Background: an optimization exercise with open tools, aiming at small area. Do not read the settings as production practice. Only simulation tests tie the RTL to the original design; equivalence was not proved.

==> 02-14: inputs <==
Design uart_regs, start of the top module:
module uart_regs #(
    parameter W_REG = 32
)(
    input wire clk,
    input wire rst_n,
    input wire rx,
    output reg tx,
    input wire [9:0] div_int,
    input wire [3:0] div_frac,
    output wire [W_REG-1:0] Reg1,
    output wire [W_REG-1:0] Reg2,
    output wire [W_REG-1:0] Reg3,
    output wire [W_REG-1:0] Reg4,
    output wire [W_REG-1:0] Reg5,
    output wire [W_REG-1:0] Reg6,
    output wire [W_REG-1:0] Reg7,
    output wire [W_REG-1:0] Reg8
);
==> flow/config.mk <==
export PLATFORM = sky130hd
export DESIGN_NAME = uart_regs
export DESIGN_NICKNAME = uart_regs
export VERILOG_FILES = /design/flow/design.v
export SDC_FILE = /design/flow/constraint.sdc
export NUM_CORES = 4
export LEC_CHECK = 0
export CAP_MARGIN = 20
export CORE_MARGIN = 2
export CORE_UTILIZATION = 76
export CTS_BUF_LIST = sky130_fd_sc_hd__clkbuf_4
export GPL_TIMING_DRIVEN = 0
export SLEW_MARGIN = 20
export SYNTH_HIERARCHICAL = 1
==> flow/constraint.sdc <==
create_clock -name core_clock -period 10.0 [get_ports {clk}]
set_input_delay 2.0000 -clock core_clock [delete_from_list [all_inputs] [get_ports {clk}]]
set_output_delay 2.0000 -clock core_clock [all_outputs]
set_load 0.01 [all_outputs]
standard.sh (not shown) runs the stock make flow with config.mk's settings and CLKGATE_MAP_FILE= SYNTH_SCRIPT=/design/flow/synth_recipe.tcl, a recipe that flattens the netlist after the stock synthesis.
==> flow/flow/run.sh <==
#!/bin/bash
# The standard layout with three changes:
#  - synthesis maps logic with an area-oriented ABC script (flow/abc_area.script)
#    instead of the delay-oriented default, and leaves adders to ABC instead
#    of extracting half and full adder cells first; everything else in
#    synthesis, including the flattening and renaming of synth_recipe.tcl, is
#    unchanged;
#  - port buffers use the smallest buffer;
#  - clock tree synthesis builds larger sink clusters with no dummy loads.
set -euo pipefail
here=$(pwd)
abc_script="$here/flow/abc_area.script"
{
    cat <<EOT
# No adder cell extraction before ABC.
set ::env(ADDER_MAP_FILE) ""
# Use the area-oriented ABC script for every abc call.
proc abc {args} {
  set i [lsearch \$args -script]
  if {\$i >= 0} { lset args [expr {\$i + 1}] "$abc_script" }
  yosys abc {*}\$args
}
EOT
    cat synth_recipe.tcl
} > my_synth.tcl
sed "s#SYNTH_SCRIPT=[^ ]*synth_recipe.tcl#SYNTH_SCRIPT=$here/my_synth.tcl#" standard.sh > my_standard.sh
grep -q "SYNTH_SCRIPT=$here/my_synth.tcl" my_standard.sh
export BUFFER_PORTS_ARGS="-buffer_cell sky130_fd_sc_hd__buf_1"
export CTS_ARGS="-sink_clustering_enable -repair_clock_nets -dont_use_dummy_load -buf_list sky130_fd_sc_hd__clkbuf_4 -sink_clustering_size 9 -sink_clustering_max_diameter 40"
bash my_standard.sh > standard.log 2>&1
==> flow/flow/abc_area.script <==
strash
&get -n
&st
&syn4
&dch -f
&nf -a -R 1000
&put
topo
==> 06-07: changes against 02-14 <==
--- a/flow/design.v
+++ b/flow/design.v
@@ -15,10 +15,20 @@
     input  wire c1,
     input  wire c2,
     output wire y
 );
 assign y = ~((a1 & a2) | (b1 & b2) | (c1 & c2));
+endmodule
+module rb_a221o (
+    input  wire a1,
+    input  wire a2,
+    input  wire b1,
+    input  wire b2,
+    input  wire c1,
+    output wire y
+);
+assign y = (a1 & a2) | (b1 & b2) | c1;
 endmodule
 module uart_regs #(
     parameter W_REG = 32
 )(
     input wire clk,
@@ -69,12 +79,15 @@
         else
             ctr_int <= ctr_int - 1'b1;
     end
 end
 reg [1:0] rx_sync;
-always @(posedge clk)
-    rx_sync <= {rx_sync[0], rx};
+always @(posedge clk or negedge rst_s)
+    if (!rst_s)
+        rx_sync <= 2'b11;
+    else
+        rx_sync <= {rx_sync[0], rx};
 wire din = rx_sync[1];
 localparam RX_IDLE = 4'd0;
 localparam RX_START = 4'd1;
 localparam RX_STOP = 4'd10;
 localparam RX_P1 = 4'd11;
@@ -114,27 +127,41 @@
         end else if (rx_state == RX_P4) begin
             rx_state <= RX_IDLE;
         end
     end
 end
+wire rx_hold = !rx_shift;
+wire [31:0] sr_d;
+wire [32:0] sr_in = {din, sr};
+generate
+for (b = 0; b < 32; b = b + 1) begin : g_sr
+    rb_ao22 u_sr (
+        .a1(rx_shift), .a2(sr_in[b+1]),
+        .b1(rx_hold), .b2(sr[b]),
+        .y(sr_d[b])
+    );
+end
+endgenerate
+always @(posedge clk)
+    sr <= sr_d;
 reg        wmode;
-reg [1:0]  cnt;
+reg [1:0]  wcnt;
 reg [2:0]  addr;
 reg        rd_active;
+reg [1:0]  bcnt;
 wire is_write_cmd = (sr[31:29] == 3'b101);
-wire do_write = (rx_state == RX_P3) && wmode && (cnt == 2'd3);
-wire rd_load = (rx_state == RX_P4) && !wmode && !is_write_cmd;
+wire do_write = (rx_state == RX_P3) && wmode && (wcnt == 2'd3);
 reg  [W_REG-1:0] mem [0:7];
 wire [W_REG-1:0] mem_d [0:7];
 wire [7:0] we;
 wire [7:0] we_n;
 wire [7:0] asel;
 generate
 for (r = 0; r < 8; r = r + 1) begin : g_reg
     assign we[r] = do_write && (addr == r);
     assign we_n[r] = !we[r];
-    assign asel[r] = rd_load && (sr[26:24] == r);
+    assign asel[r] = (addr == r);
     for (b = 0; b < W_REG; b = b + 1) begin : g_bit
         rb_ao22 u_upd (
             .a1(we[r]), .a2(sr[b]),
             .b1(we_n[r]), .b2(mem[r][b]),
             .y(mem_d[r][b])
@@ -149,66 +176,59 @@
     end else begin
         for (i = 0; i < 8; i = i + 1)
             mem[i] <= mem_d[i];
     end
 end
-always @(posedge clk)
-    if (rx_state == RX_P4 && !wmode)
-        addr <= sr[26:24];
+wire [W_REG-1:0] rd_n0, rd_n1, rd_word;
+generate
+for (b = 0; b < W_REG; b = b + 1) begin : g_rd
+    rb_aoi222 u_rd0 (
+        .a1(asel[0]), .a2(mem[0][b]),
+        .b1(asel[1]), .b2(mem[1][b]),
+        .c1(asel[2]), .c2(mem[2][b]),
+        .y(rd_n0[b])
+    );
+    rb_aoi222 u_rd1 (
+        .a1(asel[3]), .a2(mem[3][b]),
+        .b1(asel[4]), .b2(mem[4][b]),
+        .c1(asel[5]), .c2(mem[5][b]),
+        .y(rd_n1[b])
+    );
+    rb_a221o u_rd2 (
+        .a1(asel[6]), .a2(mem[6][b]),
+        .b1(asel[7]), .b2(mem[7][b]),
+        .c1(!(rd_n0[b] && rd_n1[b])),
+        .y(rd_word[b])
+    );
+end
+endgenerate
 localparam TX_STOPBIT = 4'd0;
 localparam TX_END = 4'd1;
 localparam TX_IDLE = 4'd2;
 localparam TX_D0 = 4'd8;
 reg [1:0] tx_over;
 reg [3:0] tx_state;
 wire tx_step = tick && (tx_over == 2'd0);
-wire tx_shift = tx_step && tx_state[3];
-wire sr_shift = rx_shift || tx_shift;
-wire sr_hold = !(sr_shift || rd_load);
-wire [31:0] sr_d;
-wire [31:0] sr_n0, sr_n1, sr_n2;
-wire [32:0] sr_in = {din, sr};
-generate
-for (b = 0; b < 32; b = b + 1) begin : g_sr
-    rb_aoi222 u_n0 (
-        .a1(asel[0]), .a2(mem[0][b]),
-        .b1(asel[1]), .b2(mem[1][b]),
-        .c1(asel[2]), .c2(mem[2][b]),
-        .y(sr_n0[b])
-    );
-    rb_aoi222 u_n1 (
-        .a1(asel[3]), .a2(mem[3][b]),
-        .b1(asel[4]), .b2(mem[4][b]),
-        .c1(asel[5]), .c2(mem[5][b]),
-        .y(sr_n1[b])
-    );
-    rb_aoi222 u_n2 (
-        .a1(asel[6]), .a2(mem[6][b]),
-        .b1(asel[7]), .b2(mem[7][b]),
-        .c1(sr_shift), .c2(sr_in[b+1]),
-        .y(sr_n2[b])
-    );
-    assign sr_d[b] = !(sr_n0[b] && sr_n1[b] && sr_n2[b] && !(sr_hold && sr[b]));
-end
-endgenerate
-always @(posedge clk)
-    sr <= sr_d;
+wire tx_bit = rd_word[{bcnt, tx_state[2:0]}];
 always @(posedge clk or negedge rst_s) begin
     if (!rst_s) begin
         wmode <= 1'b0;
-        cnt <= 2'd0;
+        wcnt <= 2'd0;
+        addr <= 3'd0;
         rd_active <= 1'b0;
+        bcnt <= 2'd0;
         tx <= 1'b1;
         tx_over <= 2'd0;
         tx_state <= TX_IDLE;
     end else begin
         if (rx_state == RX_P4) begin
             if (wmode) begin
-                cnt <= cnt + 1'b1;
-                if (cnt == 2'd3)
+                wcnt <= wcnt + 1'b1;
+                if (wcnt == 2'd3)
                     wmode <= 1'b0;
             end else begin
+                addr <= sr[26:24];
                 if (is_write_cmd)
                     wmode <= 1'b1;
                 else
                     rd_active <= 1'b1;
             end
@@ -227,12 +247,12 @@
                         tx_state <= TX_IDLE;
                     end
                 end
                 TX_STOPBIT: begin
                     tx <= 1'b1;
-                    cnt <= cnt + 1'b1;
-                    if (cnt == 2'd3)
+                    bcnt <= bcnt + 1'b1;
+                    if (bcnt == 2'd3)
                         rd_active <= 1'b0;
                 end
                 TX_END: begin
                     if (rd_active) begin
                         tx <= 1'b0;
@@ -241,11 +261,11 @@
                         tx_state <= TX_IDLE;
                         tx_over <= 2'd0;
                     end
                 end
                 default: begin
-                    tx <= sr[0];
+                    tx <= tx_bit;
                 end
             endcase
         end
     end
 end
==> flow/flow/run.sh (replaced) <==
#!/bin/bash
# The standard layout with two changes: port buffers use the smallest
# buffer, and clock tree synthesis inserts no dummy loads.
export BUFFER_PORTS_ARGS="-buffer_cell sky130_fd_sc_hd__buf_1"
export CTS_ARGS="-sink_clustering_enable -repair_clock_nets -dont_use_dummy_load -buf_list sky130_fd_sc_hd__clkbuf_4"
bash standard.sh > standard.log 2>&1
Settings changed: CORE_UTILIZATION 76 to 85, GPL_TIMING_DRIVEN 0 to default.
removed: flow/flow/abc_area.script
==> 09-22: changes against 02-14 <==
--- a/flow/design.v
+++ b/flow/design.v
@@ -15,10 +15,20 @@
     input  wire c1,
     input  wire c2,
     output wire y
 );
 assign y = ~((a1 & a2) | (b1 & b2) | (c1 & c2));
+endmodule
+module rb_a221o (
+    input  wire a1,
+    input  wire a2,
+    input  wire b1,
+    input  wire b2,
+    input  wire c1,
+    output wire y
+);
+assign y = (a1 & a2) | (b1 & b2) | c1;
 endmodule
 module uart_regs #(
     parameter W_REG = 32
 )(
     input wire clk,
@@ -69,12 +79,15 @@
         else
             ctr_int <= ctr_int - 1'b1;
     end
 end
 reg [1:0] rx_sync;
-always @(posedge clk)
-    rx_sync <= {rx_sync[0], rx};
+always @(posedge clk or negedge rst_s)
+    if (!rst_s)
+        rx_sync <= 2'b11;
+    else
+        rx_sync <= {rx_sync[0], rx};
 wire din = rx_sync[1];
 localparam RX_IDLE = 4'd0;
 localparam RX_START = 4'd1;
 localparam RX_STOP = 4'd10;
 localparam RX_P1 = 4'd11;
@@ -114,27 +127,41 @@
         end else if (rx_state == RX_P4) begin
             rx_state <= RX_IDLE;
         end
     end
 end
+wire rx_hold = !rx_shift;
+wire [31:0] sr_d;
+wire [32:0] sr_in = {din, sr};
+generate
+for (b = 0; b < 32; b = b + 1) begin : g_sr
+    rb_ao22 u_sr (
+        .a1(rx_shift), .a2(sr_in[b+1]),
+        .b1(rx_hold), .b2(sr[b]),
+        .y(sr_d[b])
+    );
+end
+endgenerate
+always @(posedge clk)
+    sr <= sr_d;
 reg        wmode;
-reg [1:0]  cnt;
+reg [1:0]  wcnt;
 reg [2:0]  addr;
 reg        rd_active;
+reg [1:0]  bcnt;
 wire is_write_cmd = (sr[31:29] == 3'b101);
-wire do_write = (rx_state == RX_P3) && wmode && (cnt == 2'd3);
-wire rd_load = (rx_state == RX_P4) && !wmode && !is_write_cmd;
+wire do_write = (rx_state == RX_P3) && wmode && (wcnt == 2'd3);
 reg  [W_REG-1:0] mem [0:7];
 wire [W_REG-1:0] mem_d [0:7];
 wire [7:0] we;
 wire [7:0] we_n;
 wire [7:0] asel;
 generate
 for (r = 0; r < 8; r = r + 1) begin : g_reg
     assign we[r] = do_write && (addr == r);
     assign we_n[r] = !we[r];
-    assign asel[r] = rd_load && (sr[26:24] == r);
+    assign asel[r] = (addr == r);
     for (b = 0; b < W_REG; b = b + 1) begin : g_bit
         rb_ao22 u_upd (
             .a1(we[r]), .a2(sr[b]),
             .b1(we_n[r]), .b2(mem[r][b]),
             .y(mem_d[r][b])
@@ -149,66 +176,59 @@
     end else begin
         for (i = 0; i < 8; i = i + 1)
             mem[i] <= mem_d[i];
     end
 end
-always @(posedge clk)
-    if (rx_state == RX_P4 && !wmode)
-        addr <= sr[26:24];
+wire [W_REG-1:0] rd_n0, rd_n1, rd_word;
+generate
+for (b = 0; b < W_REG; b = b + 1) begin : g_rd
+    rb_aoi222 u_rd0 (
+        .a1(asel[0]), .a2(mem[0][b]),
+        .b1(asel[1]), .b2(mem[1][b]),
+        .c1(asel[2]), .c2(mem[2][b]),
+        .y(rd_n0[b])
+    );
+    rb_aoi222 u_rd1 (
+        .a1(asel[3]), .a2(mem[3][b]),
+        .b1(asel[4]), .b2(mem[4][b]),
+        .c1(asel[5]), .c2(mem[5][b]),
+        .y(rd_n1[b])
+    );
+    rb_a221o u_rd2 (
+        .a1(asel[6]), .a2(mem[6][b]),
+        .b1(asel[7]), .b2(mem[7][b]),
+        .c1(!(rd_n0[b] && rd_n1[b])),
+        .y(rd_word[b])
+    );
+end
+endgenerate
 localparam TX_STOPBIT = 4'd0;
 localparam TX_END = 4'd1;
 localparam TX_IDLE = 4'd2;
 localparam TX_D0 = 4'd8;
 reg [1:0] tx_over;
 reg [3:0] tx_state;
 wire tx_step = tick && (tx_over == 2'd0);
-wire tx_shift = tx_step && tx_state[3];
-wire sr_shift = rx_shift || tx_shift;
-wire sr_hold = !(sr_shift || rd_load);
-wire [31:0] sr_d;
-wire [31:0] sr_n0, sr_n1, sr_n2;
-wire [32:0] sr_in = {din, sr};
-generate
-for (b = 0; b < 32; b = b + 1) begin : g_sr
-    rb_aoi222 u_n0 (
-        .a1(asel[0]), .a2(mem[0][b]),
-        .b1(asel[1]), .b2(mem[1][b]),
-        .c1(asel[2]), .c2(mem[2][b]),
-        .y(sr_n0[b])
-    );
-    rb_aoi222 u_n1 (
-        .a1(asel[3]), .a2(mem[3][b]),
-        .b1(asel[4]), .b2(mem[4][b]),
-        .c1(asel[5]), .c2(mem[5][b]),
-        .y(sr_n1[b])
-    );
-    rb_aoi222 u_n2 (
-        .a1(asel[6]), .a2(mem[6][b]),
-        .b1(asel[7]), .b2(mem[7][b]),
-        .c1(sr_shift), .c2(sr_in[b+1]),
-        .y(sr_n2[b])
-    );
-    assign sr_d[b] = !(sr_n0[b] && sr_n1[b] && sr_n2[b] && !(sr_hold && sr[b]));
-end
-endgenerate
-always @(posedge clk)
-    sr <= sr_d;
+wire tx_bit = rd_word[{bcnt, tx_state[2:0]}];
 always @(posedge clk or negedge rst_s) begin
     if (!rst_s) begin
         wmode <= 1'b0;
-        cnt <= 2'd0;
+        wcnt <= 2'd0;
+        addr <= 3'd0;
         rd_active <= 1'b0;
+        bcnt <= 2'd0;
         tx <= 1'b1;
         tx_over <= 2'd0;
         tx_state <= TX_IDLE;
     end else begin
         if (rx_state == RX_P4) begin
             if (wmode) begin
-                cnt <= cnt + 1'b1;
-                if (cnt == 2'd3)
+                wcnt <= wcnt + 1'b1;
+                if (wcnt == 2'd3)
                     wmode <= 1'b0;
             end else begin
+                addr <= sr[26:24];
                 if (is_write_cmd)
                     wmode <= 1'b1;
                 else
                     rd_active <= 1'b1;
             end
@@ -227,12 +247,12 @@
                         tx_state <= TX_IDLE;
                     end
                 end
                 TX_STOPBIT: begin
                     tx <= 1'b1;
-                    cnt <= cnt + 1'b1;
-                    if (cnt == 2'd3)
+                    bcnt <= bcnt + 1'b1;
+                    if (bcnt == 2'd3)
                         rd_active <= 1'b0;
                 end
                 TX_END: begin
                     if (rd_active) begin
                         tx <= 1'b0;
@@ -241,11 +261,11 @@
                         tx_state <= TX_IDLE;
                         tx_over <= 2'd0;
                     end
                 end
                 default: begin
-                    tx <= sr[0];
+                    tx <= tx_bit;
                 end
             endcase
         end
     end
 end
==> flow/flow/run.sh (replaced) <==
#!/bin/bash
# The standard layout with two changes: port buffers use the smallest
# buffer, and clock tree synthesis inserts no dummy loads.
export BUFFER_PORTS_ARGS="-buffer_cell sky130_fd_sc_hd__buf_1"
export CTS_ARGS="-sink_clustering_enable -repair_clock_nets -dont_use_dummy_load -buf_list sky130_fd_sc_hd__clkbuf_4"
bash standard.sh > standard.log 2>&1
Settings changed: CORE_UTILIZATION 76 to 70, GPL_TIMING_DRIVEN 0 to default.
removed: flow/flow/abc_area.script
==> comparison table <==
metric                                                                        06-07                     09-22                    02-14
Run status                                                   stopped before the end   complete, no violations  complete, no violations
Failing step                                                           3_3_place_gp                         -                        -
Multi-input gate share of the layout cell area                                    -                    33.69%                   30.21%
Total vias in the final route                                                     -                     12111                    12024
Number of setup buffers added after CTS                                           -                         0                        0
Worst r2r dst                                                                     -                    sr[15]                   sr[18]
CP Data Required Time                                                             -                   8000 ps                 10590 ps
Post-Synthesis Net Count                                                       1067                      1067                      950
Highest-utilization routing layer at the global route stage                       -                      met2                     met2
Initial antenna violation count                                                   -                         1                        1
Initial cell density of the core                                             86.55%                    70.85%                   77.11%
ANT nets after route                                                              -                         0                        0
Setup TNS Final                                                                   -                      0 ps                     0 ps
Top layer in use                                                                  -                      met4                     met4
Fmax achieved                                                                     -                 289.4 MHz                261.2 MHz
Area growth, synth to finish                                                      -                    15.71%                   18.19%
Worst path slowest cell                                                           -  sky130_fd_sc_hd__dfstp_2  sky130_fd_sc_hd__nor3_2
WP data arrival                                                                   -                   1460 ps                  4420 ps
Average routed wire per standard cell                                             -             26.35 microns            30.23 microns
Number of well-tap cells placed                                                   -                       265                      220

-- separate check: timing with driven ports --
Ports are ideal in the flow. The routed layouts listed here were re-timed in OpenROAD. Step 1 assumes that a clkbuf_16 drives the clock port and a buf_2 every other input. Step 2, shift: input delay + t, output delay - t, t = (earliest + latest rising clock arrival at the registers) / 2. This alone moves slack from input paths to output paths. Slacks: no drivers / after step 1 / after step 2; pairs: no drivers / after step 1.
run | t, ns | slack for setup (ns) | worst setup path after step 2 | worst register clock-pin slew, ns
02-14 | 0.696 | 6.172 / 6.172 / 6.172 | register to register | 0.10 / 0.10
09-22 | 0.719 | 6.545 / 6.497 / 6.783 | register to register | 0.07 / 0.07
After both steps setup and hold are still met in every run listed.
